Background: an optimization exercise with open tools, aiming at small area. Do not read the settings as production practice. Where RTL was checked, it was by simulation tests only, not by an equivalence proof against the original. No functional check of the RTL was part of run 1. Power figures rest on the tool's default switching activity, not on a simulated workload.

<file path="flow/run.sh">
#!/bin/bash
# synth_recipe.tcl (not shown) runs the flow's synth.tcl, then flattens the netlist and writes it again
# the make line also repeats each setting of config.mk as NAME=value (left out here)
make -C /OpenROAD-flow-scripts/flow DESIGN_CONFIG=/design/flow/config.mk WORK_HOME=/design/flow/orfs CLKGATE_MAP_FILE= SYNTH_SCRIPT=/design/flow/synth_recipe.tcl finish
</file>
<file path="flow/config.mk">
export PLATFORM = sky130hd
export DESIGN_NAME = SR_full_top
export DESIGN_NICKNAME = SR_full_top
export VERILOG_FILES = /design/flow/design.v
export SDC_FILE = /design/flow/constraint.sdc
export NUM_CORES = 8
export LEC_CHECK = 0
export CAP_MARGIN = 20
export CORE_MARGIN = 2
export CORE_UTILIZATION = 55
export CTS_BUF_LIST = sky130_fd_sc_hd__clkbuf_8
export CTS_CLUSTER_DIAMETER = 100
export CTS_CLUSTER_SIZE = 14
export PLACE_DENSITY = 0.65
export SLEW_MARGIN = 20
</file>
<file path="flow/constraint.sdc">
create_clock -name core_clock -period 10.0 [get_ports {clk}]
set_input_delay 2.0000 -clock core_clock [delete_from_list [all_inputs] [get_ports {clk}]]
set_output_delay 2.0000 -clock core_clock [all_outputs]
set_load 0.01 [all_outputs]
</file>
<file path="flow/design.v">
`timescale 1ns / 1ps
module SR_chain #(parameter PH = 0) (
    input  wire       clk,
    input  wire       clr,
    input  wire [9:0] code,
    output wire       inc
);
    function automatic reachable(input integer v);
        begin
            if (PH == 0) reachable = 1'b1;
            else reachable = (v <= 721) || v == 725 || v == 739 || v == 1004 ||
                             v == 1018 || v == 1022 || v == 1023;
        end
    endfunction
    wire [31:0] row = 32'd1 << code[9:5];
    wire [31:0] col = 32'd1 << code[4:0];
    wire [1023:0] t;
    genvar r, c;
    generate for (r = 0; r < 32; r = r + 1) begin : rw
        for (c = 0; c < 32; c = c + 1) begin : cl
            if (reachable(r*32+c)) begin : e
                reg s1, s2;
                wire hit = row[r] & col[c];
                always @(posedge clk) begin
                    s1 <= hit | (s1 & ~clr);
                    s2 <= (s2 | (hit & s1)) & ~clr;
                end
                assign t[r*32+c] = hit & s1 & ~s2;
            end else begin : n
                assign t[r*32+c] = 1'b0;
            end
        end
    end endgenerate
    assign inc = |t;
endmodule
`timescale 1ns / 1ps
module SR_chain_control (
    input  wire       clk,
    input  wire       reset,
    input  wire       start,
    output reg  [7:0] q,
    output reg        run,
    output reg        frame_end,
    output reg        done
);
    wire last = (q == 8'd249);
    always @(posedge clk) begin
        if (reset) begin
            q <= 8'd235;
            run <= 1'b0;
            frame_end <= 1'b0;
            done <= 1'b0;
        end else begin
            if (run | start) begin
                q <= last ? 8'd0 : q + 8'd1;
                if (last) run <= 1'b1;
            end
            frame_end <= run & last;
            done <= run & (q >= 8'd22) & (q <= 8'd29);
        end
    end
endmodule
`timescale 1ns / 1ps
module cordic_rtop (
    input  wire        i_clk,
    input  wire [13:0] i_xval,
    input  wire [13:0] i_yval,
    output wire [9:0]  o_mag,
    output wire [9:0]  o_phase
);
    localparam NST = 12;
    wire sx = i_xval[13], sy = i_yval[13];
    wire [14:0] ex = {sx, i_xval};
    wire [14:0] ey = {sy, i_yval};
    wire [14:0] x0, y0;
    wire [14:0] pa = ex ^ {15{sx}};
    wire [14:0] pb = ey ^ {15{sy}};
    wire [14:0] pc = ex ^ {15{~sy}};
    wire [14:0] pd = ey ^ {15{sx}};
    wire px1 = pa[0] ^ pb[0];
    wire px2 = pa[0] & pb[0];
    wire px3 = sx ^ sy;
    wire px4 = sx & sy;
    wire px5 = pa[1] ^ pb[1] ^ px2;
    wire px6 = (pa[1] & pb[1]) | (px2 & (pa[1] ^ pb[1]));
    wire px7 = pa[2] ^ pb[2];
    wire px8 = pa[2] & pb[2];
    wire px9 = pa[3] ^ pb[3];
    wire px10 = pa[3] & pb[3];
    wire px11 = pa[4] ^ pb[4];
    wire px12 = pa[4] & pb[4];
    wire px13 = pa[5] ^ pb[5];
    wire px14 = pa[5] & pb[5];
    wire px15 = pa[6] ^ pb[6];
    wire px16 = pa[6] & pb[6];
    wire px17 = pa[7] ^ pb[7];
    wire px18 = pa[7] & pb[7];
    wire px19 = pa[8] ^ pb[8];
    wire px20 = pa[8] & pb[8];
    wire px21 = pa[9] ^ pb[9];
    wire px22 = pa[9] & pb[9];
    wire px23 = pa[10] ^ pb[10];
    wire px24 = pa[10] & pb[10];
    wire px25 = pa[11] ^ pb[11];
    wire px26 = pa[11] & pb[11];
    wire px27 = pa[12] ^ pb[12];
    wire px28 = pa[12] & pb[12];
    wire px29 = pa[13] ^ pb[13];
    wire px30 = pa[13] & pb[13];
    wire px31 = pa[14] ^ pb[14];
    wire px32 = pa[14] & pb[14];
    wire px33 = px1 ^ px3;
    wire px34 = px1 & px3;
    wire px35 = px4 ^ px5 ^ px34;
    wire px36 = (px4 & px5) | (px34 & (px4 ^ px5));
    wire px37 = px6 ^ px7 ^ px36;
    wire px38 = (px6 & px7) | (px36 & (px6 ^ px7));
    wire px39 = px8 ^ px9 ^ px38;
    wire px40 = (px8 & px9) | (px38 & (px8 ^ px9));
    wire px41 = px10 ^ px11 ^ px40;
    wire px42 = (px10 & px11) | (px40 & (px10 ^ px11));
    wire px43 = px12 ^ px13 ^ px42;
    wire px44 = (px12 & px13) | (px42 & (px12 ^ px13));
    wire px45 = px14 ^ px15 ^ px44;
    wire px46 = (px14 & px15) | (px44 & (px14 ^ px15));
    wire px47 = px16 ^ px17 ^ px46;
    wire px48 = (px16 & px17) | (px46 & (px16 ^ px17));
    wire px49 = px18 ^ px19 ^ px48;
    wire px50 = (px18 & px19) | (px48 & (px18 ^ px19));
    wire px51 = px20 ^ px21 ^ px50;
    wire px52 = (px20 & px21) | (px50 & (px20 ^ px21));
    wire px53 = px22 ^ px23 ^ px52;
    wire px54 = (px22 & px23) | (px52 & (px22 ^ px23));
    wire px55 = px24 ^ px25 ^ px54;
    wire px56 = (px24 & px25) | (px54 & (px24 ^ px25));
    wire px57 = px26 ^ px27 ^ px56;
    wire px58 = (px26 & px27) | (px56 & (px26 ^ px27));
    wire px59 = px28 ^ px29 ^ px58;
    wire px60 = (px28 & px29) | (px58 & (px28 ^ px29));
    wire px61 = px30 ^ px31 ^ px60;
    wire px62 = (px30 & px31) | (px60 & (px30 ^ px31));
    assign x0 = {px61, px59, px57, px55, px53, px51, px49, px47, px45, px43, px41, px39, px37, px35, px33};
    wire py1 = pc[0] ^ pd[0];
    wire py2 = pc[0] & pd[0];
    wire py3 = ~sy ^ sx;
    wire py4 = ~sy & sx;
    wire py5 = pc[1] ^ pd[1] ^ py2;
    wire py6 = (pc[1] & pd[1]) | (py2 & (pc[1] ^ pd[1]));
    wire py7 = pc[2] ^ pd[2];
    wire py8 = pc[2] & pd[2];
    wire py9 = pc[3] ^ pd[3];
    wire py10 = pc[3] & pd[3];
    wire py11 = pc[4] ^ pd[4];
    wire py12 = pc[4] & pd[4];
    wire py13 = pc[5] ^ pd[5];
    wire py14 = pc[5] & pd[5];
    wire py15 = pc[6] ^ pd[6];
    wire py16 = pc[6] & pd[6];
    wire py17 = pc[7] ^ pd[7];
    wire py18 = pc[7] & pd[7];
    wire py19 = pc[8] ^ pd[8];
    wire py20 = pc[8] & pd[8];
    wire py21 = pc[9] ^ pd[9];
    wire py22 = pc[9] & pd[9];
    wire py23 = pc[10] ^ pd[10];
    wire py24 = pc[10] & pd[10];
    wire py25 = pc[11] ^ pd[11];
    wire py26 = pc[11] & pd[11];
    wire py27 = pc[12] ^ pd[12];
    wire py28 = pc[12] & pd[12];
    wire py29 = pc[13] ^ pd[13];
    wire py30 = pc[13] & pd[13];
    wire py31 = pc[14] ^ pd[14];
    wire py32 = pc[14] & pd[14];
    wire py33 = py1 ^ py3;
    wire py34 = py1 & py3;
    wire py35 = py4 ^ py5 ^ py34;
    wire py36 = (py4 & py5) | (py34 & (py4 ^ py5));
    wire py37 = py6 ^ py7 ^ py36;
    wire py38 = (py6 & py7) | (py36 & (py6 ^ py7));
    wire py39 = py8 ^ py9 ^ py38;
    wire py40 = (py8 & py9) | (py38 & (py8 ^ py9));
    wire py41 = py10 ^ py11 ^ py40;
    wire py42 = (py10 & py11) | (py40 & (py10 ^ py11));
    wire py43 = py12 ^ py13 ^ py42;
    wire py44 = (py12 & py13) | (py42 & (py12 ^ py13));
    wire py45 = py14 ^ py15 ^ py44;
    wire py46 = (py14 & py15) | (py44 & (py14 ^ py15));
    wire py47 = py16 ^ py17 ^ py46;
    wire py48 = (py16 & py17) | (py46 & (py16 ^ py17));
    wire py49 = py18 ^ py19 ^ py48;
    wire py50 = (py18 & py19) | (py48 & (py18 ^ py19));
    wire py51 = py20 ^ py21 ^ py50;
    wire py52 = (py20 & py21) | (py50 & (py20 ^ py21));
    wire py53 = py22 ^ py23 ^ py52;
    wire py54 = (py22 & py23) | (py52 & (py22 ^ py23));
    wire py55 = py24 ^ py25 ^ py54;
    wire py56 = (py24 & py25) | (py54 & (py24 ^ py25));
    wire py57 = py26 ^ py27 ^ py56;
    wire py58 = (py26 & py27) | (py56 & (py26 ^ py27));
    wire py59 = py28 ^ py29 ^ py58;
    wire py60 = (py28 & py29) | (py58 & (py28 ^ py29));
    wire py61 = py30 ^ py31 ^ py60;
    wire py62 = (py30 & py31) | (py60 & (py30 ^ py31));
    assign y0 = {py61, py59, py57, py55, py53, py51, py49, py47, py45, py43, py41, py39, py37, py35, py33};
    localparam [NST-2:0] REGB = 11'b11111111111;
    reg [14:0] xr0;
    reg [13:0] rr0;
    reg [NST+1:0] dr0;    
    always @(posedge i_clk) begin
        xr0 <= x0;
        rr0 <= y0[13:0];      
        dr0 <= {sx, sy, y0[14], {(NST-1){1'b0}}};
    end
    wire [14:0] xa [0:NST-1], xb [0:NST-1];
    wire [13:0] ra [0:NST-1], rb [0:NST-1];
    wire        ma [0:NST-1];
    wire [NST+1:0] da [0:NST-1], db [0:NST-1];
    wire        gb [0:NST-1];
    reg  [14:0] xq [0:NST-2];
    reg  [13:0] rq [0:NST-2];
    reg  [NST+1:0] dq [0:NST-2];
    genvar i;
    generate for (i = 0; i < NST; i = i + 1) begin : it
        if (i == 0) begin : s0
            assign xa[0] = xr0; assign ra[0] = rr0; assign da[0] = dr0;
            assign ma[0] = dr0[NST-1];
        end else begin : sn
            if (REGB[i-1]) begin : sr
                assign xa[i] = xq[i-1]; assign ra[i] = rq[i-1]; assign da[i] = dq[i-1];
            end else begin : sc
                assign xa[i] = xb[i-1]; assign ra[i] = rb[i-1]; assign da[i] = db[i-1];
            end
            assign ma[i] = ~(da[i][NST-1-i] ^ da[i][NST-i]);
        end
        cordic_iter #(.S(i+1)) u_it(.x(xa[i]), .r(ra[i]), .m(ma[i]), .neg(da[i][NST-1-i]),
                                    .xo(xb[i]), .ro(rb[i]), .nego(gb[i]));
        if (i < NST-1) begin : dn
            assign db[i] = da[i] | ({{(NST+1){1'b0}}, gb[i]} << (NST-2-i));
            if (REGB[i]) begin : rg
                always @(posedge i_clk) begin
                    xq[i] <= xb[i];
                    rq[i] <= rb[i];
                    dq[i] <= db[i];
                end
            end
        end else begin : dl
            assign db[i] = da[i];
        end
    end endgenerate
    cordic_mag mg(.x(xb[NST-1]), .o_mag(o_mag));
    cordic_phase pg(.f(da[NST-1]), .o_phase(o_phase));
endmodule
module cordic_mag (
    input  wire [14:0] x,
    output wire [9:0]  o_mag
);
    wire mg1 = x[0] ^ x[2];
    wire mg2 = x[0] & x[2];
    wire mg3 = x[1] ^ x[3];
    wire mg4 = x[1] & x[3];
    wire mg5 = ~x[0] ^ ~x[3];
    wire mg6 = ~x[0] & ~x[3];
    wire mg7 = ~x[1] ^ ~x[4];
    wire mg8 = ~x[1] & ~x[4];
    wire mg9 = ~x[2] ^ ~x[5];
    wire mg10 = ~x[2] & ~x[5];
    wire mg11 = x[0] ^ ~x[3] ^ ~x[6];
    wire mg12 = (x[0] & ~x[3]) | (~x[6] & (x[0] ^ ~x[3]));
    wire mg13 = x[1] ^ ~x[4] ^ ~x[7];
    wire mg14 = (x[1] & ~x[4]) | (~x[7] & (x[1] ^ ~x[4]));
    wire mg15 = ~x[5] ^ ~x[8] ^ ~x[12];
    wire mg16 = (~x[5] & ~x[8]) | (~x[12] & (~x[5] ^ ~x[8]));
    wire mg17 = x[14] ^ 1'b1;
    wire mg18 = x[14] & 1'b1;
    wire mg19 = ~x[6] ^ ~x[9] ^ ~x[13];
    wire mg20 = (~x[6] & ~x[9]) | (~x[13] & (~x[6] ^ ~x[9]));
    wire mg21 = 1'b1 ^ mg2 ^ mg3;
    wire mg22 = (1'b1 & mg2) | (mg3 & (1'b1 ^ mg2));
    wire mg23 = x[2] ^ x[4] ^ ~x[7];
    wire mg24 = (x[2] & x[4]) | (~x[7] & (x[2] ^ x[4]));
    wire mg25 = ~x[10] ^ x[14] ^ mg4;
    wire mg26 = (~x[10] & x[14]) | (mg4 & (~x[10] ^ x[14]));
    wire mg27 = x[3] ^ x[5] ^ ~x[8];
    wire mg28 = (x[3] & x[5]) | (~x[8] & (x[3] ^ x[5]));
    wire mg29 = ~x[11] ^ 1'b1;
    wire mg30 = ~x[11] & 1'b1;
    wire mg31 = x[4] ^ x[6] ^ ~x[9];
    wire mg32 = (x[4] & x[6]) | (~x[9] & (x[4] ^ x[6]));
    wire mg33 = ~x[12] ^ 1'b1;
    wire mg34 = ~x[12] & 1'b1;
    wire mg35 = x[5] ^ x[7] ^ ~x[10];
    wire mg36 = (x[5] & x[7]) | (~x[10] & (x[5] ^ x[7]));
    wire mg37 = ~x[13] ^ 1'b1;
    wire mg38 = ~x[13] & 1'b1;
    wire mg39 = x[6] ^ x[8] ^ ~x[11];
    wire mg40 = (x[6] & x[8]) | (~x[11] & (x[6] ^ x[8]));
    wire mg41 = x[7] ^ x[9];
    wire mg42 = x[7] & x[9];
    wire mg43 = x[8] ^ x[10];
    wire mg44 = x[8] & x[10];
    wire mg45 = ~x[0] ^ ~x[4];
    wire mg46 = ~x[0] & ~x[4];
    wire mg47 = ~x[1] ^ ~x[5];
    wire mg48 = ~x[1] & ~x[5];
    wire mg49 = ~x[2] ^ ~x[6];
    wire mg50 = ~x[2] & ~x[6];
    wire mg51 = ~x[7] ^ ~x[9] ^ 1'b1;
    wire mg52 = (~x[7] & ~x[9]) | (1'b1 & (~x[7] ^ ~x[9]));
    wire mg53 = ~x[8] ^ ~x[10] ^ mg6;
    wire mg54 = (~x[8] & ~x[10]) | (mg6 & (~x[8] ^ ~x[10]));
    wire mg55 = ~x[9] ^ ~x[11] ^ mg8;
    wire mg56 = (~x[9] & ~x[11]) | (mg8 & (~x[9] ^ ~x[11]));
    wire mg57 = ~x[10] ^ ~x[12] ^ mg10;
    wire mg58 = (~x[10] & ~x[12]) | (mg10 & (~x[10] ^ ~x[12]));
    wire mg59 = ~x[11] ^ ~x[13] ^ mg12;
    wire mg60 = (~x[11] & ~x[13]) | (mg12 & (~x[11] ^ ~x[13]));
    wire mg61 = mg1 ^ mg14 ^ mg15;
    wire mg62 = (mg1 & mg14) | (mg15 & (mg1 ^ mg14));
    wire mg63 = mg16 ^ mg18 ^ mg19;
    wire mg64 = (mg16 & mg18) | (mg19 & (mg16 ^ mg18));
    wire mg65 = mg20 ^ mg22 ^ mg23;
    wire mg66 = (mg20 & mg22) | (mg23 & (mg20 ^ mg22));
    wire mg67 = mg24 ^ mg26 ^ mg27;
    wire mg68 = (mg24 & mg26) | (mg27 & (mg24 ^ mg26));
    wire mg69 = mg28 ^ mg30 ^ mg31;
    wire mg70 = (mg28 & mg30) | (mg31 & (mg28 ^ mg30));
    wire mg71 = mg32 ^ mg34 ^ mg35;
    wire mg72 = (mg32 & mg34) | (mg35 & (mg32 ^ mg34));
    wire mg73 = x[14] ^ mg36 ^ mg38;
    wire mg74 = (x[14] & mg36) | (mg38 & (x[14] ^ mg36));
    wire mg75 = ~x[12] ^ 1'b1 ^ mg40;
    wire mg76 = (~x[12] & 1'b1) | (mg40 & (~x[12] ^ 1'b1));
    wire mg77 = ~x[13] ^ 1'b1 ^ mg42;
    wire mg78 = (~x[13] & 1'b1) | (mg42 & (~x[13] ^ 1'b1));
    wire mg79 = x[9] ^ x[11] ^ x[14];
    wire mg80 = (x[9] & x[11]) | (x[14] & (x[9] ^ x[11]));
    wire mg81 = x[10] ^ x[12];
    wire mg82 = x[10] & x[12];
    wire mg83 = x[11] ^ x[13];
    wire mg84 = x[11] & x[13];
    wire mg85 = ~x[0] ^ ~x[2];
    wire mg86 = ~x[0] & ~x[2];
    wire mg87 = ~x[1] ^ ~x[3];
    wire mg88 = ~x[1] & ~x[3];
    wire mg89 = ~x[2] ^ ~x[4];
    wire mg90 = ~x[2] & ~x[4];
    wire mg91 = ~x[3] ^ ~x[5];
    wire mg92 = ~x[3] & ~x[5];
    wire mg93 = ~x[6] ^ 1'b1 ^ mg45;
    wire mg94 = (~x[6] & 1'b1) | (mg45 & (~x[6] ^ 1'b1));
    wire mg95 = ~x[7] ^ mg46 ^ mg47;
    wire mg96 = (~x[7] & mg46) | (mg47 & (~x[7] ^ mg46));
    wire mg97 = ~x[8] ^ mg48 ^ mg49;
    wire mg98 = (~x[8] & mg48) | (mg49 & (~x[8] ^ mg48));
    wire mg99 = mg5 ^ mg50 ^ mg51;
    wire mg100 = (mg5 & mg50) | (mg51 & (mg5 ^ mg50));
    wire mg101 = mg7 ^ mg52 ^ mg53;
    wire mg102 = (mg7 & mg52) | (mg53 & (mg7 ^ mg52));
    wire mg103 = mg9 ^ mg54 ^ mg55;
    wire mg104 = (mg9 & mg54) | (mg55 & (mg9 ^ mg54));
    wire mg105 = mg11 ^ mg56 ^ mg57;
    wire mg106 = (mg11 & mg56) | (mg57 & (mg11 ^ mg56));
    wire mg107 = mg13 ^ mg58 ^ mg59;
    wire mg108 = (mg13 & mg58) | (mg59 & (mg13 ^ mg58));
    wire mg109 = mg17 ^ mg60 ^ mg61;
    wire mg110 = (mg17 & mg60) | (mg61 & (mg17 ^ mg60));
    wire mg111 = mg21 ^ mg62 ^ mg63;
    wire mg112 = (mg21 & mg62) | (mg63 & (mg21 ^ mg62));
    wire mg113 = mg25 ^ mg64 ^ mg65;
    wire mg114 = (mg25 & mg64) | (mg65 & (mg25 ^ mg64));
    wire mg115 = mg29 ^ mg66 ^ mg67;
    wire mg116 = (mg29 & mg66) | (mg67 & (mg29 ^ mg66));
    wire mg117 = mg33 ^ mg68 ^ mg69;
    wire mg118 = (mg33 & mg68) | (mg69 & (mg33 ^ mg68));
    wire mg119 = mg37 ^ mg70 ^ mg71;
    wire mg120 = (mg37 & mg70) | (mg71 & (mg37 ^ mg70));
    wire mg121 = mg39 ^ mg72 ^ mg73;
    wire mg122 = (mg39 & mg72) | (mg73 & (mg39 ^ mg72));
    wire mg123 = mg41 ^ mg74 ^ mg75;
    wire mg124 = (mg41 & mg74) | (mg75 & (mg41 ^ mg74));
    wire mg125 = mg43 ^ mg76 ^ mg77;
    wire mg126 = (mg43 & mg76) | (mg77 & (mg43 ^ mg76));
    wire mg127 = mg44 ^ mg78 ^ mg79;
    wire mg128 = (mg44 & mg78) | (mg79 & (mg44 ^ mg78));
    wire mg129 = 1'b1 ^ mg80 ^ mg81;
    wire mg130 = (1'b1 & mg80) | (mg81 & (1'b1 ^ mg80));
    wire mg131 = 1'b1 ^ mg82 ^ mg83;
    wire mg132 = (1'b1 & mg82) | (mg83 & (1'b1 ^ mg82));
    wire mg133 = x[12] ^ ~x[14] ^ mg84;
    wire mg134 = (x[12] & ~x[14]) | (mg84 & (x[12] ^ ~x[14]));
    wire mg135 = ~x[0] & 1'b1;
    wire mg136 = ~x[1] & mg135;
    wire mg137 = (1'b1 & mg85) | (mg136 & (1'b1 | mg85));
    wire mg138 = (mg86 & mg87) | (mg137 & (mg86 | mg87));
    wire mg139 = (mg88 & mg89) | (mg138 & (mg88 | mg89));
    wire mg140 = (mg90 & mg91) | (mg139 & (mg90 | mg91));
    wire mg141 = (mg92 & mg93) | (mg140 & (mg92 | mg93));
    wire mg142 = (mg94 & mg95) | (mg141 & (mg94 | mg95));
    wire mg143 = (mg96 & mg97) | (mg142 & (mg96 | mg97));
    wire mg144 = (mg98 & mg99) | (mg143 & (mg98 | mg99));
    wire mg145 = (mg100 & mg101) | (mg144 & (mg100 | mg101));
    wire mg146 = (mg102 & mg103) | (mg145 & (mg102 | mg103));
    wire mg147 = (mg104 & mg105) | (mg146 & (mg104 | mg105));
    wire mg148 = (mg106 & mg107) | (mg147 & (mg106 | mg107));
    wire mg149 = (mg108 & mg109) | (mg148 & (mg108 | mg109));
    wire mg150 = (mg110 & mg111) | (mg149 & (mg110 | mg111));
    wire mg151 = (mg112 & mg113) | (mg150 & (mg112 | mg113));
    wire mg152 = mg114 ^ mg115 ^ mg151;
    wire mg153 = (mg114 & mg115) | (mg151 & (mg114 ^ mg115));
    wire mg154 = mg116 ^ mg117 ^ mg153;
    wire mg155 = (mg116 & mg117) | (mg153 & (mg116 ^ mg117));
    wire mg156 = mg118 ^ mg119 ^ mg155;
    wire mg157 = (mg118 & mg119) | (mg155 & (mg118 ^ mg119));
    wire mg158 = mg120 ^ mg121 ^ mg157;
    wire mg159 = (mg120 & mg121) | (mg157 & (mg120 ^ mg121));
    wire mg160 = mg122 ^ mg123 ^ mg159;
    wire mg161 = (mg122 & mg123) | (mg159 & (mg122 ^ mg123));
    wire mg162 = mg124 ^ mg125 ^ mg161;
    wire mg163 = (mg124 & mg125) | (mg161 & (mg124 ^ mg125));
    wire mg164 = mg126 ^ mg127 ^ mg163;
    wire mg165 = (mg126 & mg127) | (mg163 & (mg126 ^ mg127));
    wire mg166 = mg128 ^ mg129 ^ mg165;
    wire mg167 = (mg128 & mg129) | (mg165 & (mg128 ^ mg129));
    wire mg168 = mg130 ^ mg131 ^ mg167;
    wire mg169 = (mg130 & mg131) | (mg167 & (mg130 ^ mg131));
    wire mg170 = mg132 ^ mg133 ^ mg169;
    wire mg171 = (mg132 & mg133) | (mg169 & (mg132 ^ mg133));
    assign o_mag = {mg170, mg168, mg166, mg164, mg162, mg160, mg158, mg156, mg154, mg152};
endmodule
module cordic_phase (
    input  wire [13:0] f,
    output wire [9:0]  o_phase
);
    wire pg1 = ~f[10] ^ ~f[8];
    wire pg2 = ~f[10] & ~f[8];
    wire pg3 = ~f[8] ^ ~f[7];
    wire pg4 = ~f[8] & ~f[7];
    wire pg5 = ~f[11] ^ ~f[10] ^ ~f[4];
    wire pg6 = (~f[11] & ~f[10]) | (~f[4] & (~f[11] ^ ~f[10]));
    wire pg7 = ~f[11] ^ ~f[8] ^ ~f[5];
    wire pg8 = (~f[11] & ~f[8]) | (~f[5] & (~f[11] ^ ~f[8]));
    wire pg9 = ~f[6] ^ ~f[4] ^ ~f[1];
    wire pg10 = (~f[6] & ~f[4]) | (~f[1] & (~f[6] ^ ~f[4]));
    wire pg11 = ~f[0] ^ 1'b1;
    wire pg12 = ~f[0] & 1'b1;
    wire pg13 = ~f[5] ^ ~f[2] ^ ~f[1];
    wire pg14 = (~f[5] & ~f[2]) | (~f[1] & (~f[5] ^ ~f[2]));
    wire pg15 = ~f[0] ^ pg2 ^ pg3;
    wire pg16 = (~f[0] & pg2) | (pg3 & (~f[0] ^ pg2));
    wire pg17 = ~f[6] ^ ~f[3] ^ ~f[2];
    wire pg18 = (~f[6] & ~f[3]) | (~f[2] & (~f[6] ^ ~f[3]));
    wire pg19 = ~f[1] ^ pg4;
    wire pg20 = ~f[1] & pg4;
    wire pg21 = ~f[10] ^ ~f[7] ^ ~f[4];
    wire pg22 = (~f[10] & ~f[7]) | (~f[4] & (~f[10] ^ ~f[7]));
    wire pg23 = ~f[3] ^ ~f[2];
    wire pg24 = ~f[3] & ~f[2];
    wire pg25 = ~f[11] ^ ~f[8] ^ ~f[5];
    wire pg26 = (~f[11] & ~f[8]) | (~f[5] & (~f[11] ^ ~f[8]));
    wire pg27 = ~f[4] ^ ~f[3] ^ 1'b1;
    wire pg28 = (~f[4] & ~f[3]) | (1'b1 & (~f[4] ^ ~f[3]));
    wire pg29 = ~f[9] ^ ~f[6] ^ ~f[5];
    wire pg30 = (~f[9] & ~f[6]) | (~f[5] & (~f[9] ^ ~f[6]));
    wire pg31 = ~f[11] ^ ~f[10];
    wire pg32 = ~f[11] & ~f[10];
    wire pg33 = ~f[3] ^ ~f[2];
    wire pg34 = ~f[3] & ~f[2];
    wire pg35 = ~f[3] ^ ~f[0] ^ pg6;
    wire pg36 = (~f[3] & ~f[0]) | (pg6 & (~f[3] ^ ~f[0]));
    wire pg37 = pg1 ^ pg8 ^ pg9;
    wire pg38 = (pg1 & pg8) | (pg9 & (pg1 ^ pg8));
    wire pg39 = pg10 ^ pg12 ^ pg13;
    wire pg40 = (pg10 & pg12) | (pg13 & (pg10 ^ pg12));
    wire pg41 = pg14 ^ pg16 ^ pg17;
    wire pg42 = (pg14 & pg16) | (pg17 & (pg14 ^ pg16));
    wire pg43 = pg18 ^ pg20 ^ pg21;
    wire pg44 = (pg18 & pg20) | (pg21 & (pg18 ^ pg20));
    wire pg45 = pg22 ^ pg24 ^ pg25;
    wire pg46 = (pg22 & pg24) | (pg25 & (pg22 ^ pg24));
    wire pg47 = ~f[4] ^ pg26 ^ pg28;
    wire pg48 = (~f[4] & pg26) | (pg28 & (~f[4] ^ pg26));
    wire pg49 = ~f[7] ^ ~f[6] ^ ~f[5];
    wire pg50 = (~f[7] & ~f[6]) | (~f[5] & (~f[7] ^ ~f[6]));
    wire pg51 = ~f[11] ^ ~f[8] ^ ~f[7];
    wire pg52 = (~f[11] & ~f[8]) | (~f[7] & (~f[11] ^ ~f[8]));
    wire pg53 = ~f[9] ^ ~f[8] ^ ~f[7];
    wire pg54 = (~f[9] & ~f[8]) | (~f[7] & (~f[9] ^ ~f[8]));
    wire pg55 = ~f[9] ^ ~f[8] ^ ((~f[13] & ~f[12]) | (~f[13] & f[12]));
    wire pg56 = (~f[9] & ~f[8]) | (((~f[13] & ~f[12]) | (~f[13] & f[12])) & (~f[9] ^ ~f[8]));
    wire pg57 = ~f[10] ^ ~f[9] ^ ((f[13] & f[12]));
    wire pg58 = (~f[10] & ~f[9]) | (((f[13] & f[12])) & (~f[10] ^ ~f[9]));
    wire pg59 = ~f[11] ^ ~f[10];
    wire pg60 = ~f[11] & ~f[10];
    wire pg61 = ~f[1] ^ pg5;
    wire pg62 = ~f[1] & pg5;
    wire pg63 = pg7 ^ pg34 ^ pg35;
    wire pg64 = (pg7 & pg34) | (pg35 & (pg7 ^ pg34));
    wire pg65 = pg11 ^ pg36 ^ pg37;
    wire pg66 = (pg11 & pg36) | (pg37 & (pg11 ^ pg36));
    wire pg67 = pg15 ^ pg38 ^ pg39;
    wire pg68 = (pg15 & pg38) | (pg39 & (pg15 ^ pg38));
    wire pg69 = pg19 ^ pg40 ^ pg41;
    wire pg70 = (pg19 & pg40) | (pg41 & (pg19 ^ pg40));
    wire pg71 = pg23 ^ pg42 ^ pg43;
    wire pg72 = (pg23 & pg42) | (pg43 & (pg23 ^ pg42));
    wire pg73 = pg27 ^ pg44 ^ pg45;
    wire pg74 = (pg27 & pg44) | (pg45 & (pg27 ^ pg44));
    wire pg75 = pg29 ^ pg46 ^ pg47;
    wire pg76 = (pg29 & pg46) | (pg47 & (pg29 ^ pg46));
    wire pg77 = pg30 ^ pg48 ^ pg49;
    wire pg78 = (pg30 & pg48) | (pg49 & (pg30 ^ pg48));
    wire pg79 = ~f[6] ^ pg50 ^ pg51;
    wire pg80 = (~f[6] & pg50) | (pg51 & (~f[6] ^ pg50));
    wire pg81 = ((~f[13] & ~f[12]) | (f[13] & f[12])) ^ pg52 ^ pg53;
    wire pg82 = (((~f[13] & ~f[12]) | (f[13] & f[12])) & pg52) | (pg53 & (((~f[13] & ~f[12]) | (f[13] & f[12])) ^ pg52));
    wire pg83 = pg31 ^ pg54 ^ pg55;
    wire pg84 = (pg31 & pg54) | (pg55 & (pg31 ^ pg54));
    wire pg85 = pg32 ^ pg56 ^ pg57;
    wire pg86 = (pg32 & pg56) | (pg57 & (pg32 ^ pg56));
    wire pg87 = ((~f[13] & ~f[12]) | (f[13] & ~f[12])) ^ pg58 ^ pg59;
    wire pg88 = (((~f[13] & ~f[12]) | (f[13] & ~f[12])) & pg58) | (pg59 & (((~f[13] & ~f[12]) | (f[13] & ~f[12])) ^ pg58));
    wire pg89 = ~f[11] ^ ((~f[13] & ~f[12]) | (f[13] & f[12])) ^ pg60;
    wire pg90 = (~f[11] & ((~f[13] & ~f[12]) | (f[13] & f[12]))) | (pg60 & (~f[11] ^ ((~f[13] & ~f[12]) | (f[13] & f[12]))));
    wire pg91 = pg33 & pg61;
    wire pg92 = (pg62 & pg63) | (pg91 & (pg62 | pg63));
    wire pg93 = (pg64 & pg65) | (pg92 & (pg64 | pg65));
    wire pg94 = (pg66 & pg67) | (pg93 & (pg66 | pg67));
    wire pg95 = (pg68 & pg69) | (pg94 & (pg68 | pg69));
    wire pg96 = (pg70 & pg71) | (pg95 & (pg70 | pg71));
    wire pg97 = (pg72 & pg73) | (pg96 & (pg72 | pg73));
    wire pg98 = (pg74 & pg75) | (pg97 & (pg74 | pg75));
    wire pg99 = pg76 ^ pg77 ^ pg98;
    wire pg100 = (pg76 & pg77) | (pg98 & (pg76 ^ pg77));
    wire pg101 = pg78 ^ pg79 ^ pg100;
    wire pg102 = (pg78 & pg79) | (pg100 & (pg78 ^ pg79));
    wire pg103 = pg80 ^ pg81 ^ pg102;
    wire pg104 = (pg80 & pg81) | (pg102 & (pg80 ^ pg81));
    wire pg105 = pg82 ^ pg83 ^ pg104;
    wire pg106 = (pg82 & pg83) | (pg104 & (pg82 ^ pg83));
    wire pg107 = pg84 ^ pg85 ^ pg106;
    wire pg108 = (pg84 & pg85) | (pg106 & (pg84 ^ pg85));
    wire pg109 = pg86 ^ pg87 ^ pg108;
    wire pg110 = (pg86 & pg87) | (pg108 & (pg86 ^ pg87));
    wire pg111 = pg88 ^ pg89 ^ pg110;
    wire pg112 = (pg88 & pg89) | (pg110 & (pg88 ^ pg89));
    wire pg113 = ((~f[13] & ~f[12]) | (f[13] & ~f[12])) ^ pg90 ^ pg112;
    wire pg114 = (((~f[13] & ~f[12]) | (f[13] & ~f[12])) & pg90) | (pg112 & (((~f[13] & ~f[12]) | (f[13] & ~f[12])) ^ pg90));
    wire pg115 = ((~f[13] & ~f[12]) | (f[13] & f[12])) ^ pg114;
    wire pg116 = ((~f[13] & ~f[12]) | (f[13] & f[12])) & pg114;
    wire pg117 = ((~f[13] & ~f[12]) | (~f[13] & f[12])) ^ pg116;
    wire pg118 = ((~f[13] & ~f[12]) | (~f[13] & f[12])) & pg116;
    assign o_phase = {pg117, pg115, pg113, pg111, pg109, pg107, pg105, pg103, pg101, pg99};
endmodule
module cordic_iter #(parameter S = 1) (
    input  wire [14:0] x,
    input  wire [13:0] r,
    input  wire        m,
    input  wire        neg,
    output wire [14:0] xo,
    output wire [13:0] ro,
    output wire        nego
);
    genvar j;
    wire [13:0] un = ~(r ^ {14{m}});
    wire [14:0] ua = {{(S+1){1'b0}}, ~un[13:S]};
    wire [15:0] cx;
    assign cx[0] = neg;
    generate for (j = 0; j < 15; j = j + 1) begin : ax
        assign xo[j] = x[j] ^ ua[j] ^ cx[j];
        assign cx[j+1] = (x[j] & ua[j]) | (cx[j] & (x[j] ^ ua[j]));
    end endgenerate
    wire [14:0] ub = {1'b1, un};
    wire [14:0] xs = {{S{x[14]}}, x[14:S]};
    wire [15:0] cy;
    wire [14:0] d;
    assign cy[0] = 1'b0;
    generate for (j = 0; j < 15; j = j + 1) begin : ay
        assign d[j] = ub[j] ^ xs[j] ^ cy[j];
        assign cy[j+1] = (ub[j] & xs[j]) | (cy[j] & (ub[j] ^ xs[j]));
    end endgenerate
    assign ro = d[13:0];
    assign nego = neg ^ ~d[14];
endmodule
`timescale 1ns / 1ps
module DBSCAN_ARG (
    input  wire       clk,
    input  wire       clr,
    input  wire       inc,
    input  wire       load,
    output reg  [6:0] count,
    output wire [9:0] out
);
    reg [6:0] run_cnt, prev, out_r;
    always @(posedge clk) begin
        if (clr) begin
            run_cnt <= 7'd0;
            count <= run_cnt;
            prev <= count;
        end else begin
            run_cnt <= run_cnt + {6'd0, inc};
        end
        if (load) out_r <= prev;
    end
    assign out = {3'b000, out_r};
endmodule
`timescale 1ns / 1ps
module mlp_24bit_scalable (
    input  wire        clk,
    input  wire [7:0]  q,
    input  wire [6:0]  c0,
    input  wire [6:0]  c1,
    output wire [3:0]  classification_result,
    output wire [23:0] regression_result
);
    localparam W0 = 12, W1 = 11, W2 = 15;    
    wire hid  = (q >= 8'd31) & (q <= 8'd44);    
    wire hidc = (q >= 8'd31) & (q <= 8'd37);    
    wire hid0 = (q == 8'd31);
    wire hidl = (q == 8'd44);
    reg [3:0] b;       
    reg [4:0] k;       
    wire bl = (b == 4'd13);
    always @(posedge clk) begin
        b <= (hidl | bl) ? 4'd0 : b + 4'd1;
        k <= hidl ? 5'd0 : k + {4'd0, bl};
    end
    wire have = (b == 4'd0) & (k != 5'd0) & (k <= 5'd15);
    wire [2:0] cs = q[2:0] + 3'd1;
    wire cb0 = c0[cs] & hidc;
    wire cb1 = c1[cs] & hidc;
    reg [13:0] h0, h1, h2;      
    reg        z0, z1, z2;      
    localparam [38*16-1:0] VROM = 608'b11111100011101011111011110000010011100111111000111010111110111100000100111001111111011011011111001000100000111000011100001000001111110111101000000111101101100000110101111101000001111111100101110110010011101110010000100000001111111000110101000111010110100111111001110111111111010011111000111011111110100111111111110011010000110011011111001111000000000010100100000010100000001011010111010100101100000000000000000001101001101010111011100000001000111111101110011111111010101000001101100111101110101111111110110001000100000101110101100011111110110000010100000100110001001101100000001100111011111100011000001000000;
    wire [37:0] vk = VROM[k[3:0]*38 +: 38];
    wire [W0-1:0] v0 = vk[11:0];
    wire [W1-1:0] v1 = vk[22:12];
    wire [W2-1:0] v2 = vk[37:23];
    reg [W0-1:0] d0; reg [W1-1:0] d1; reg [W2-1:0] d2;
    always @* begin
        if (hid) begin
            case ({cb1, cb0})
            2'b00: begin d0 = 0;   d1 = 0;   d2 = 0;   end
            2'b01: begin d0 = 50;  d1 = -10; d2 = -72; end
            2'b10: begin d0 = -22; d1 = 95;  d2 = 98;  end
            default: begin d0 = 28; d1 = 85; d2 = 26; end
            endcase
        end else begin
            d0 = (h0[0] & ~z0) ? v0 : {W0{1'b0}};
            d1 = (h1[0] & ~z1) ? v1 : {W1{1'b0}};
            d2 = (h2[0] & ~z2) ? v2 : {W2{1'b0}};
        end
    end
    wire first = hid ? hid0 : (b == 4'd0);
    wire [W0-1:0] i0 = hid ? -12'sd1110 : 12'd0;
    wire [W1-1:0] i1 = hid ? -11'sd380 : 11'd0;
    wire [W2-1:0] i2 = hid ? 15'sd2010 : 15'd0;
    reg [W0-1:0] A0; reg [6:0] L0;
    reg [W1-1:0] A1; reg [6:0] L1;
    reg [W2-1:0] A2; reg [6:0] L2;
    wire [W0:0] s0; wire [W1:0] s1; wire [W2:0] s2;
    mlp_radd #(W0) ad0(.a(first ? i0 : A0), .b(d0), .s(s0));
    mlp_radd #(W1) ad1(.a(first ? i1 : A1), .b(d1), .s(s1));
    mlp_radd #(W2) ad2(.a(first ? i2 : A2), .b(d2), .s(s2));
    always @(posedge clk) begin
        A0 <= s0[W0:1]; L0 <= {s0[0], L0[6:1]};
        A1 <= s1[W1:1]; L1 <= {s1[0], L1[6:1]};
        A2 <= s2[W2:1]; L2 <= {s2[0], L2[6:1]};
        h0 <= hid ? {s0[0], h0[13:1]} : {h0[0], h0[13:1]};
        h1 <= hid ? {s1[0], h1[13:1]} : {h1[0], h1[13:1]};
        h2 <= hid ? {s2[0], h2[13:1]} : {h2[0], h2[13:1]};
        if (hidl) begin
            z0 <= s0[W0]; z1 <= s1[W1]; z2 <= s2[W2];
        end
    end
    wire [W0+6:0] f0 = {A0, L0};
    wire [W1+6:0] f1 = {A1, L1};
    wire [W2+6:0] f2 = {A2, L2};
    localparam [16*16-1:0] OBROM = 256'b1110011110010110111101110011000111111111011110110000100010100101000001100011111100001110101010010000101101110110111111110110011011101110110100101111101010101111000001010011101100000011101001010000100000000010000100010111010011111011010010001110011110010110;
    wire [15:0] obk = OBROM[k[3:0]*16 +: 16];
    wire [22:0] e0 = {{(23-W0-7){f0[W0+6]}}, f0};
    wire [22:0] e1 = {{(23-W1-7){f1[W1+6]}}, f1};
    wire [22:0] e2 = {{(23-W2-7){f2[W2+6]}}, f2};
    wire [22:0] e3 = {{7{obk[15]}}, obk};
    wire [22:0] p1 = e0 ^ e1 ^ e2;
    wire [22:0] g1 = {(e0[21:0] & e1[21:0]) | (e2[21:0] & (e0[21:0] ^ e1[21:0])), 1'b0};
    wire [22:0] p2 = p1 ^ g1 ^ e3;
    wire [22:0] g2 = {(p1[21:0] & g1[21:0]) | (e3[21:0] & (p1[21:0] ^ g1[21:0])), 1'b0};
    wire [23:0] ok;
    mlp_radd #(23) ads(.a(p2), .b(g2), .s(ok));
    reg [15:0] okr;
    reg        fits;
    reg        cmpv;      
    always @(posedge clk) begin
        okr <= ok[15:0];
        fits <= (ok[22:15] == 8'h00) | (ok[22:15] == 8'hff);
        cmpv <= have;
    end
    reg [15:0] maxv;
    reg [3:0] maxi;
    reg [15:0] reg0;
    wire [15:0] ma = {~maxv[15], maxv[14:0]};
    wire [15:0] ob = {okr[15], ~okr[14:0]};
    wire [16:0] cc;
    assign cc[0] = 1'b1;
    genvar j;
    generate for (j = 0; j < 16; j = j + 1) begin : cmp
        assign cc[j+1] = (ma[j] & ob[j]) | (cc[j] & (ma[j] | ob[j]));
    end endgenerate
    wire gt = fits & ~cc[16];
    always @(posedge clk) begin
        if (cmpv) begin
            if (k == 5'd1) begin
                maxv <= okr; maxi <= 4'd0; reg0 <= okr;
            end else if (gt) begin
                maxv <= okr; maxi <= k[3:0] - 4'd1;
            end
        end
    end
    assign classification_result = maxi;
    assign regression_result = {{8{reg0[15]}}, reg0};
endmodule
module mlp_radd #(parameter W = 8) (
    input  wire [W-1:0] a,
    input  wire [W-1:0] b,
    output wire [W:0]   s
);
    wire [W:0] c;
    assign c[0] = 1'b0;
    genvar j;
    generate for (j = 0; j < W; j = j + 1) begin : fa
        assign s[j] = a[j] ^ b[j] ^ c[j];
        assign c[j+1] = (a[j] & b[j]) | (c[j] & (a[j] ^ b[j]));
    end endgenerate
    assign s[W] = a[W-1] ^ b[W-1] ^ c[W];
endmodule
`timescale 1ns / 1ps
module SR_full_top(input [13:0] ini,
                   input [13:0] inq,
                   input clk,
                   input reset,
                   input start,
                   output [9:0] out0,
                   output [9:0] out1,
                   output [3:0] classification_result,
                   output [23:0] regression_result,
                   output done,
                   output frame_end
    );
    wire [7:0] q;
    wire run;
    SR_chain_control ctl(.clk(clk), .reset(reset), .start(start), .q(q), .run(run),
                         .frame_end(frame_end), .done(done));
    wire [9:0] mag_c, arg_c;
    cordic_rtop cordic(.i_clk(clk), .i_xval(ini), .i_yval(inq), .o_mag(mag_c), .o_phase(arg_c));
    reg [9:0] mag, arg;
    always @(posedge clk) begin
        mag <= mag_c;
        arg <= arg_c;
    end
    wire clr = (q == 8'd247);
    wire inc_abs, inc_arg;
    SR_chain #(.PH(0)) hist_abs(.clk(clk), .clr(clr), .code(mag), .inc(inc_abs));
    SR_chain #(.PH(1)) hist_arg(.clk(clk), .clr(clr), .code(arg), .inc(inc_arg));
    wire [6:0] c_arg, c_abs;
    DBSCAN_ARG cnt_arg(.clk(clk), .clr(clr), .inc(inc_arg), .load(q == 8'd1), .count(c_arg), .out(out0));
    DBSCAN_ARG cnt_abs(.clk(clk), .clr(clr), .inc(inc_abs), .load(q == 8'd1), .count(c_abs), .out(out1));
    mlp_24bit_scalable mlp(.clk(clk), .q(q), .c0(c_arg), .c1(c_abs),
                           .classification_result(classification_result),
                           .regression_result(regression_result));
endmodule
</file>
==> key figures, run 1 <==
Run status
  – Outcome: timing/DRC/antenna clean

Place
  – GP Congestion: 0.862
  – Buffers on Ports: between 70 and 80
  – Dpl hpwl: 251000 um
  – Dpl cells: between 15000 and 20000

Synth
  – Synth Cell Area: between 0.15 and 0.2 sq mm
  – Area leader, netlist: dfxtp_1
  – Synth warnings: 13
  – Syn_area_per_cell: between 9 and 10 sq um
  – Synth Flop Type: dfxtp_1
  – Sequential share of the synthesized area: 54.3%
  – Synth area leaders: dfxtp_1 53%, a22o_1 9.8%, nand3_1 5.7%
  – Mapped Cells: 15800
  – Post-synth EDFFs: 81
  – FFs w/ async S/R, synth: 0%
  – Share of the synthesized area in the top cell type: 52.8%
  – Flops & latches, synth: about 4200
  – Library cells used by synthesis: 85

Timing
  – Skew final: 0.0958 ns
  – Slew HR: between 20 and 25%
  – Total negative slack: 0 ns
  – Final number of setup-violating endpoints: 0
  – Fin crit share: 95.2%
  – RSZ-0062 raised after global routing: no
  – Final Max Slew Viols: 0
  – Fin crit period: 9.52 ns
  – Slew @ Worst Pin: 1.16 ns
  – Fmax: 105 MHz
  – Fin. Hold Viols: 0

GRT
  – Number of global-route vias before repair: 104000
  – Initial antenna violation count: 5
  – GRT Overall Usage: 28.0%
  – Pin count of the biggest net entering global routing: 225
  – Total grt overflow: 0
  – First-pass GRT wire length: 629000 um

Critical path
  – Kind of critical path: reg2reg
  – Cell mode on critical path: ha_1
  – Reg2Reg Depth: 40
  – Reg2reg setup slack: 0.48 ns
  – Crit-path slowest cell: fa_1
  – CP Max Fanout: 3
  – CP endpoint kind: flop
  – Setup crit start kind: flop
  – Largest stage delay, worst path: a little over 0.5 ns
  – WP data required: 10.96 ns
  – Worst EP arrival: 10.48 ns
  – Reg-to-Reg End: mag[9]
  – Reg2reg start: cordic.dq[10][1]

Routing
  – Via density: 5.82
  – Wire length on met2: 187000 um
  – First-pass DRT Iterations: 6
  – Routed wl met3: 25100 um
  – DRC Markers: 0
  – Vias: 112000
  – Top routing layer used: met4
  – Routed Wire Length: slightly above 400000 um
  – Final ANT Viol Nets: 0
  – Iter 0 DRT Violations: ~10000
  – Routed met1 length: 187000 um
  – DR WL/cell: 21.4 um

Floorplan
  – Die span in x: 537 um
  – Die footprint: between 0.2 and 0.3 sq mm
  – Initial Util: a little under three fifths
  – Die Y: 537 um
  – IO Pins: about 80
  – Total core area: 0.282 sq mm
  – Num rows: 195

Finish
  – Final Non-Filler Cells: 19200
  – Area delta synth->final: 6.08%
  – Filler cells: approximately 24000
  – Multi-input gate area: 0.0592 sq mm
  – Share of cells above drive strength 1: 5.46%
  – Final nets: ~16000
  – FF/Latch Area: 0.0848 sq mm

Flow run
  – Max-cap violations: 0

CTS
  – Sink Count: 4196
  – Clk slew on worst S/H paths: 0.08 ns
  – Root Buffer: clkbuf_8
  – Clock Latency Late Sink: 1.13 ns
  – TritonCTS clock tree: built
  – Setup Buffers After CTS: 0
  – Bufs on Longest Clock Path: 4
  – TritonCTS buffer count: 338
  – Max H-tree Level: 5

Worst hold path
  – Hold path start: cordic.dq[2][12]
  – Hold Crit Class: reg2reg
  – Hold Path Cell Cnt: 0
  – Hold EP: cordic.dq[3][12]

Pwr
  – Worst ir drop on vdd: 0.488 mV
  – Pleak: 75.1 nW
  – Power Total: between 50 and 60 mW
  – Power per cell area: 305 mW/mm^2
==> layout by cell type, fill, tap and decap left out, types with 9 or more instances in the layout <==
cell,Yosys,layout
a31oi_1,18,18
clkdlybuf4s50_1,0,74
a21oi_1,1788,1788
o21a_1,22,22
nand3b_1,14,14
dfxtp_1,4115,4114
nand4_1,74,74
inv_1,2258,2271
nor2b_1,19,19
buf_12,0,36
and2_1,23,23
or2_2,9,9
o22ai_1,878,878
nor2_4,0,104
ha_1,197,197
xnor2_1,201,190
nand3_1,1793,1793
fa_1,435,432
nor4_1,81,80
nor3_1,30,28
nand2b_1,21,21
buf_4,19,251
o21ai_0,50,48
edfxtp_1,81,81
clkinvlp_4,0,9
a22o_1,1750,1750
clkbuf_8,0,343
nand2_1,70,70
xnor2_2,0,11
nor2_1,465,392
xor2_1,84,84
==> registers in the layout, indices dropped and copies added (netlist names), 99 cells and up <==
signal and count:
hist_arg.rw.cl.e.s1 728, cordic.xq 165, hist_arg.rw.cl.e.s2 728, cordic.dq 99, hist_abs.rw.cl.e.s2 1024, hist_abs.rw.cl.e.s1 1024, cordic.rq 142
==> area by class of cell <==
class                      instances  area share [%]
sequential                      4196            51.2
multi-input combinational       8212            35.7
inverter                        2259            5.13
clock buffer                     343            2.85
tap                             3743            2.83
timing repair buffer             362            2.04
clock inverter                    39           0.193
antenna                            5         0.00756
==> layer usage <==
metal,vias to the layer above,GRT usage [%]
met5,-,0
met2,3139,45.2
met3,570,3.08
met4,0,7.37
li1,53300,-
met1,54500,39.9
==> report_power, final <==
part / switching (mW) / internal, mW / total, mW
clock: 5.43 / 3.13 / 8.56
combinational: 10.4 / 8.17 / 18.6
sequential: 2.15 / 21.1 / 23.3
total: 18.0 / 32.4 / 50.4
==> how the worst max path moves through the flow <==
| stage | startpoint | end | slack (ns) | cells past startpoint |
|---|---|---|---|---|
| 2_1_floorplan | cordic.dq[10][0] | mag[9] | 0.44 | 40 |
| 3_3_place_gp | cordic.dq[10][0] | mag[9] | 0.22 | 40 |
| 3_5_place_dp | cordic.dq[10][0] | mag[9] | 0.18 | 40 |
| 4_1_cts | cordic.dq[10][0] | mag[9] | 0.15 | 40 |
| 5_1_grt | mlp.k[0] | mlp.fits | 0.006 | 34 |
| 6_report | cordic.dq[10][1] | mag[9] | 0.48 | 40 |
==> what timing repair did <==
item                                    4_1_cts  5_1_grt
hold buffers                                  0        0
gates resized for setup                       0        6
endpoints found under the setup margin        0        2
==> critical path: cells and delay by family (launching register included) <==
family | cells | cell delay (ns)
adders and majority gates | 26 | 7.58
xor gates and xnor gates | 5 | 0.78
AOI/OAI and AO/OA | 3 | 0.36
DFF | 1 | 0.34
buffers and inverters | 4 | 0.27
and+or+nand+nor | 2 | 0.11
==> synthesized netlist by cell type, types with 9 or more instances <==
master	number
a21oi_1	1788
a22o_1	1750
a31oi_1	18
and2_1	23
buf_1	216
buf_2	129
buf_4	19
clkbuf_1	783
dfxtp_1	4115
edfxtp_1	81
fa_1	435
ha_1	197
inv_1	2258
nand2_1	70
nand2b_1	21
nand3_1	1793
nand3b_1	14
nand4_1	74
nor2_1	465
nor2_2	32
nor2b_1	19
nor3_1	30
nor4_1	81
o21a_1	22
o21ai_0	50
o22ai_1	878
o31ai_1	9
or2_2	9
xnor2_1	201
xor2_1	84
==> logic make-up after synthesis <==
family,synth area share (%)
other,0.00240
and+or+nand+nor,8.63
AOI/OAI and AO/OA,19.8
DFF,54.3
adders and majority gates,7.23
buffers and inverters,8.34
xor gates and xnor gates,1.61
muxes,0.0681
==> stage by stage <==
| step | setup slack (ns) | util (%) | hold slack, ns | area [sq um] |
|---|---|---|---|---|
| 2_1_floorplan | 0.436 | - | 0.310 | 156000 |
| 3_3_place_gp | 0.221 | 56.8 | 0.311 | 160000 |
| 3_5_place_dp | 0.182 | 56.8 | 0.312 | 160000 |
| 4_1_cts | 0.153 | 58.6 | 0.300 | 166000 |
| 5_1_grt | 0.00643 | 58.7 | 0.295 | 166000 |
| 6_report | 0.480 | 58.7 | 0.308 | 166000 |
==> inputs of run 2 (changes only) <==
--- a/flow/design.v
+++ b/flow/design.v
@@ -203,7 +203,7 @@
     wire py61 = py30 ^ py31 ^ py60;
     wire py62 = (py30 & py31) | (py60 & (py30 ^ py31));
     assign y0 = {py61, py59, py57, py55, py53, py51, py49, py47, py45, py43, py41, py39, py37, py35, py33};
-    localparam [NST-2:0] REGB = 11'b11111111111;
+    localparam [NST-2:0] REGB = 11'b10010101111;
     reg [14:0] xr0;
     reg [13:0] rr0;
     reg [NST+1:0] dr0;    
@@ -233,7 +233,7 @@
             end
             assign ma[i] = ~(da[i][NST-1-i] ^ da[i][NST-i]);
         end
-        cordic_iter #(.S(i+1)) u_it(.x(xa[i]), .r(ra[i]), .m(ma[i]), .neg(da[i][NST-1-i]),
+        cordic_iter #(.S(i+1), .FAST(i >= 4)) u_it(.x(xa[i]), .r(ra[i]), .m(ma[i]), .neg(da[i][NST-1-i]),
                                     .xo(xb[i]), .ro(rb[i]), .nego(gb[i]));
         if (i < NST-1) begin : dn
             assign db[i] = da[i] | ({{(NST+1){1'b0}}, gb[i]} << (NST-2-i));
@@ -552,7 +552,7 @@
     wire pg118 = ((~f[13] & ~f[12]) | (~f[13] & f[12])) & pg116;
     assign o_phase = {pg117, pg115, pg113, pg111, pg109, pg107, pg105, pg103, pg101, pg99};
 endmodule
-module cordic_iter #(parameter S = 1) (
+module cordic_iter #(parameter S = 1, parameter FAST = 0) (
     input  wire [14:0] x,
     input  wire [13:0] r,
     input  wire        m,
@@ -561,24 +561,46 @@
     output wire [13:0] ro,
     output wire        nego
 );
+    localparam LB = 14 - S;           
     genvar j;
     wire [13:0] un = ~(r ^ {14{m}});
-    wire [14:0] ua = {{(S+1){1'b0}}, ~un[13:S]};
+    wire [13:0] u = ~un;
     wire [15:0] cx;
     assign cx[0] = neg;
     generate for (j = 0; j < 15; j = j + 1) begin : ax
-        assign xo[j] = x[j] ^ ua[j] ^ cx[j];
-        assign cx[j+1] = (x[j] & ua[j]) | (cx[j] & (x[j] ^ ua[j]));
+        if (j < LB) begin : f
+            assign xo[j] = x[j] ^ u[j+S] ^ cx[j];
+            assign cx[j+1] = (x[j] & u[j+S]) | (cx[j] & (x[j] ^ u[j+S]));
+        end else begin : h
+            assign xo[j] = x[j] ^ cx[j];
+            assign cx[j+1] = x[j] & cx[j];
+        end
     end endgenerate
     wire [14:0] ub = {1'b1, un};
-    wire [14:0] xs = {{S{x[14]}}, x[14:S]};
+    wire k = x[14];
     wire [15:0] cy;
     wire [14:0] d;
     assign cy[0] = 1'b0;
-    generate for (j = 0; j < 15; j = j + 1) begin : ay
-        assign d[j] = ub[j] ^ xs[j] ^ cy[j];
-        assign cy[j+1] = (ub[j] & xs[j]) | (cy[j] & (ub[j] ^ xs[j]));
+    generate for (j = 0; j < LB; j = j + 1) begin : dl
+        assign d[j] = ub[j] ^ x[j+S] ^ cy[j];
+        assign cy[j+1] = (ub[j] & x[j+S]) | (cy[j] & (ub[j] ^ x[j+S]));
     end endgenerate
+    if (FAST) begin : fu
+        wire [15:0] po, pa;
+        assign po[LB] = 1'b0;
+        assign pa[LB] = 1'b1;
+        for (j = LB; j < 15; j = j + 1) begin : du
+            assign po[j+1] = po[j] | ub[j];
+            assign pa[j+1] = pa[j] & ub[j];
+            assign cy[j+1] = k ? (cy[LB] | po[j+1]) : (cy[LB] & pa[j+1]);
+            assign d[j] = ub[j] ^ k ^ cy[j];
+        end
+    end else begin : su
+        for (j = LB; j < 15; j = j + 1) begin : du
+            assign d[j] = ub[j] ^ k ^ cy[j];
+            assign cy[j+1] = (ub[j] & k) | (cy[j] & (ub[j] ^ k));
+        end
+    end
     assign ro = d[13:0];
     assign nego = neg ^ ~d[14];
 endmodule
@@ -758,7 +780,7 @@
         mag <= mag_c;
         arg <= arg_c;
     end
-    wire clr = (q == 8'd247);
+    wire clr = (q == 8'd243);
     wire inc_abs, inc_arg;
     SR_chain #(.PH(0)) hist_abs(.clk(clk), .clr(clr), .code(mag), .inc(inc_abs));
     SR_chain #(.PH(1)) hist_arg(.clk(clk), .clr(clr), .code(arg), .inc(inc_arg));
--- a/flow/config.mk
+++ b/flow/config.mk
@@ -7,9 +7,9 @@
 export LEC_CHECK = 0
 export CAP_MARGIN = 20
 export CORE_MARGIN = 2
-export CORE_UTILIZATION = 55
+export CORE_UTILIZATION = 40
 export CTS_BUF_LIST = sky130_fd_sc_hd__clkbuf_8
 export CTS_CLUSTER_DIAMETER = 100
 export CTS_CLUSTER_SIZE = 14
-export PLACE_DENSITY = 0.65
+export PLACE_DENSITY = 0.5
 export SLEW_MARGIN = 20
==> run 2 against run 1 <==
Compared with the run above: sequential power hardly changed; wire length increased by 8.7%; synthesized cell count up 0.64%; clock-buffer cell count shrank 10; cell count rose by 7.5%; largest cell class unchanged.
==> key figures, run 2 <==
Place
  – Placed inst area: 0.160 sq mm (-0.42%)
  – Dpl cells: 20200 (+7.7%)
  – Buffers on Ports: 74 (unchanged)
  – Dpl hpwl: 276000 um (+10%)
  – GP Congestion: 0.812 (-5.9%)

Synth
  – Flops & latches, synth: 4037 (-3.8%)
  – Most instantiated cells after synthesis: 3956 x dfxtp_1, 2236 x inv_1, 1817 x a21oi_1
  – Mapped Cells: 15900 (+0.64%)
  – Sequential share of the synthesized area: 53.2% (-1.1 points)
  – Synth Flop Type: dfxtp_1
  – Syn_area_per_cell: 9.64 sq um (-2.3%)
  – Synth Cell Area: 0.153 sq mm (-1.7%)
  – FFs w/ async S/R, synth: 0% (unchanged)
  – Most numerous cell in the Yosys netlist: dfxtp_1
  – Synth warnings: 13 (unchanged)
  – Synth area leaders: dfxtp_1 52%, a22o_1 10%, a21oi_1 5.9%
  – Post-synth EDFFs: 81 (unchanged)
  – Area leader, netlist: dfxtp_1
  – Share of the synthesized area in the top cell type: 51.6% (-1.1 points)
  – Library cells used by synthesis: 99 (+16%)

Routing
  – Final ANT Viol Nets: 0 (unchanged)
  – Iter 0 DRT Violations: 7635 (-21%)
  – First-pass DRT Iterations: 5 (-1)
  – DRC Markers: 0 (unchanged)
  – DR WL/cell: 21.7 um (+1.1%)
  – Routed Wire Length: 446000 um (+8.7%)
  – Vias: 111000 (-0.73%)
  – Via density: 5.38 (-7.7%)

GRT
  – Top Usage Layer GRT: met2
  – GRT Overall Usage: 22.4% (-5.6 points)
  – Pin count of the biggest net entering global routing: 178 (-21%)
  – Total grt overflow: 0 (unchanged)
  – Number of global-route vias before repair: 106000 (+1.9%)
  – GR Util met1: 30.9% (-9.1 points)
  – GR met3 Demand/Resource: 1.89% (-1.2 points)
  – Initial antenna violation count: 2 (-3)
  – Met2 usage: 38.3% (-6.9 points)
  – First-pass GRT wire length: 675000 um (+7.4%)

Critical path
  – Reg2Reg Depth: 39 (-2.5%)
  – Cell mode on critical path: fa_2
  – CP Max Fanout: 2 (-1)
  – CP Launch Point: cordic.dq[10][0]
  – Reg2reg setup slack: 0.35 ns (-0.13 ns)
  – Largest stage delay, worst path: 0.55 ns (+0.04 ns)
  – CP endpoint kind: flop
  – WP data required: 10.96 ns (about the same)
  – Setup crit start kind: flop
  – Crit-path slowest cell: fa_1
  – Critical Path Sink: mag[9]
  – Reg2reg start: cordic.dq[10][0]
  – Worst EP arrival: 10.61 ns (+0.13 ns)
  – Kind of critical path: reg2reg
  – Reg-to-Reg End: mag[9]

Finish
  – Top flop regs: hist_abs.rw.cl.e.s1 (1024), hist_abs.rw.cl.e.s2 (1024)
  – Final nets: 16100 (+0.51%)
  – Filler cells: 37000 (+52%)
  – Core Util, Final: 43.2% (-15 points)
  – Highest-count cells in the layout ignoring fill and taps: 3951 x dfxtp_1, 2250 x inv_1, 1816 x a21oi_1
  – Multi-input gate area: 0.0601 sq mm (+1.5%)
  – FF/Latch Area: 0.0816 sq mm (-3.7%)
  – Share of cells above drive strength 1: 6.02% (+0.56 points)
  – Fin area: 0.165 sq mm (-0.32%)
  – Most common cell after layout, fill and taps aside: dfxtp_1
  – Area delta synth->final: 7.60%
  – Final Non-Filler Cells: 20600 (+7.5%)

CTS
  – Bufs on Longest Clock Path: 4 (unchanged)
  – Hold Buf Count CTS: 0 (unchanged)
  – Clock Latency Late Sink: 1.13 ns (about the same)
  – Max H-tree Level: 5 (unchanged)
  – Root Buffer: clkbuf_8
  – TritonCTS buffer count: 329 (-2.7%)
  – Sink Count: 4037 (-3.8%)
  – Clk slew on worst S/H paths: 0.10 ns (+0.02 ns)
  – TritonCTS clock tree: built

Timing
  – Skew final: 0.0860 ns (-0.00987 ns)
  – Fin. Hold Viols: 0 (unchanged)
  – Slew @ Worst Pin: 1.14 ns (-0.0211 ns)
  – Fmax: 104 MHz (-1.3%)
  – Slew HR: 23.2% (+0.71 points)
  – Final Max Slew Viols: 0 (unchanged)
  – Fin crit period: 9.65 ns (+0.128 ns)
  – Final number of setup-violating endpoints: 0 (unchanged)
  – Fin crit share: 96.5% (+1.3 points)

Pwr
  – Power per cell area: 342 mW/mm^2 (+12%)
  – Worst ir drop on vdd: 0.508 mV (+4.1%)
  – Pleak: 73.9 nW (-1.6%)

Floorplan
  – Num rows: 227 (+16%)
  – Die footprint: 0.388 sq mm (+35%)
  – IO Pins: 81 (unchanged)
  – Die span in x: 623 um (+16%)
  – Initial Util: 40.2% (-15 points)
  – Total core area: 0.382 sq mm (+35%)
  – Die Y: 623 um (+16%)

Worst hold path
  – Hold Crit Class: reg2reg

Run status
  – Outcome: timing/DRC/antenna clean

Flow run
  – Max-cap violations: 0 (unchanged)
[run 2: cell count changes after synthesis, sizes merged, moves of 15 or more]
cell / change
nand2: +63
nor2: +25
fa: -47
inv: -20
nor3: +32
clkbuf: +95
o21ai: +40
buf: -86
dfxtp: -159
a21oi: +31
nand3: +21
nor4: +15
[run 2: critical path, delay by kind of cell (launching register included)]
kind / cells / cell delay (ns)
XOR/XNOR: 5 / 0.78
adder cells (fa/ha/maj): 26 / 7.63
AO/OA/AOI/OAI: 3 / 0.32
flip-flops: 1 / 0.34
buffers and inverters: 4 / 0.19
AND/OR/NAND/NOR: 1 / 0.25
[run 2: metal layers]
layer | share of wire, % | vias to the layer above
met4 | 1.9 | 6
met3 | 3.6 | 467
met2 | 47 | 1940
li1 | - | 54000
met1 | 47 | 54300
met5 | 0.010 | -
[run 2: power by group]
part | leakage (nW) | switching, mW | total [mW] | internal [mW]
registers | 33.0 | 2.47 | 23.5 | 21.0
clock network | 2.60 | 5.42 | 8.47 | 3.05
logic | 38.3 | 13.7 | 24.5 | 10.8
total | 73.9 | 21.6 | 56.5 | 34.9
[run 2: cell families (layout without fill, tap and decap cells)]
kind of cell,after synthesis,after routing,share of synthesized area (%)
AND/OR/NAND/NOR,2889,2889,9.28
buffers and inverters,3396,3036,8.38
AO/OA/AOI/OAI,4699,4699,20.7
XOR/XNOR,278,278,1.63
other,1,10,0.00244
multiplexers,24,24,0.176
flip-flops,4037,4037,53.2
adder cells (fa/ha/maj),586,586,6.66
[run 2: what timing repair did]
| action | CTS | global route |
|---|---|---|
| gates resized for setup | 2 | 55 |
| gates cloned | 0 | 0 |
| buffers inserted | 0 | 5 |
| setup endpoints to repair | 1 | 6 |
| pin swaps | 2 | 26 |
[run 2: worst min-delay path by stage]
stage	from	endpoint	slack, ns	cells past startpoint
after floorplan	cordic.dr0[12]	cordic.dq[0][12]	0.31	0
after global placement	cordic.dq[5][7]	cordic.dq[7][7]	0.31	0
after detailed placement	cordic.dq[5][11]	cordic.dq[7][11]	0.31	0
after CTS	mlp.h2[2]	mlp.h2[1]	0.32	0
after global routing	mlp.h0[1]	mlp.h0[0]	0.32	0
final	mlp.h2[2]	mlp.h2[1]	0.31	0
[run 2: per-stage QoR]
step,setup TNS (ns),power (mW),setup slack (ns),hold slack [ns]
2_1_floorplan,0,40.6,0.184,0.310
3_3_place_gp,-0.0843,48.1,-0.0843,0.310
3_5_place_dp,-0.0514,48.3,-0.0514,0.312
4_1_cts,0,56.9,0.0352,0.317
5_1_grt,-0.0456,61.7,-0.0264,0.322
6_report,0,56.5,0.352,0.315
[run 2: layout make-up]
class / count / share of cell area (%)
Sequential cell: 4037 / 49.5
Multi-Input combinational cell: 8482 / 36.4
Inverter: 2240 / 5.10
Tap cell: 5038 / 3.82
Clock buffer: 333 / 2.78
Timing Repair Buffer: 417 / 2.22
Clock inverter: 46 / 0.215
Antenna cell: 4 / 0.00606

## port drivers added, routing unchanged
How much do the figures lean on ideal ports? The routed layouts below were timed once more, with nothing changed but the port constraints.
Step 1 (the two cells are an assumption about what drives the block):
set clk [get_ports {clk}]
set_driving_cell -lib_cell sky130_fd_sc_hd__clkbuf_16 $clk
set_driving_cell -lib_cell sky130_fd_sc_hd__buf_2 [delete_from_list [all_inputs] $clk]
Step 2 adds t to the input delays and takes it off the output delays; t is the mean of the earliest and latest rising clock arrival at the registers after step 1. Input paths then give back, and output paths get back, about the clock's delay inside the block.
a / b / c = no drivers / after step 1 / after step 2; a / b = the first two.
run | shift t [ns] | setup slack, ns | worst register clock-pin slew, ns | worst data-port slew with drivers (ns) | cell pins on the clock port's net
run 1 | 1.169 | 0.480 / 0.480 / 0.480 | 0.10 / 0.10 | 0.05 | 1
run 2 | 1.190 | 0.352 / 0.352 / 0.352 | 0.11 / 0.11 | 0.05 | 1
After both steps setup and hold are still met in every run listed.
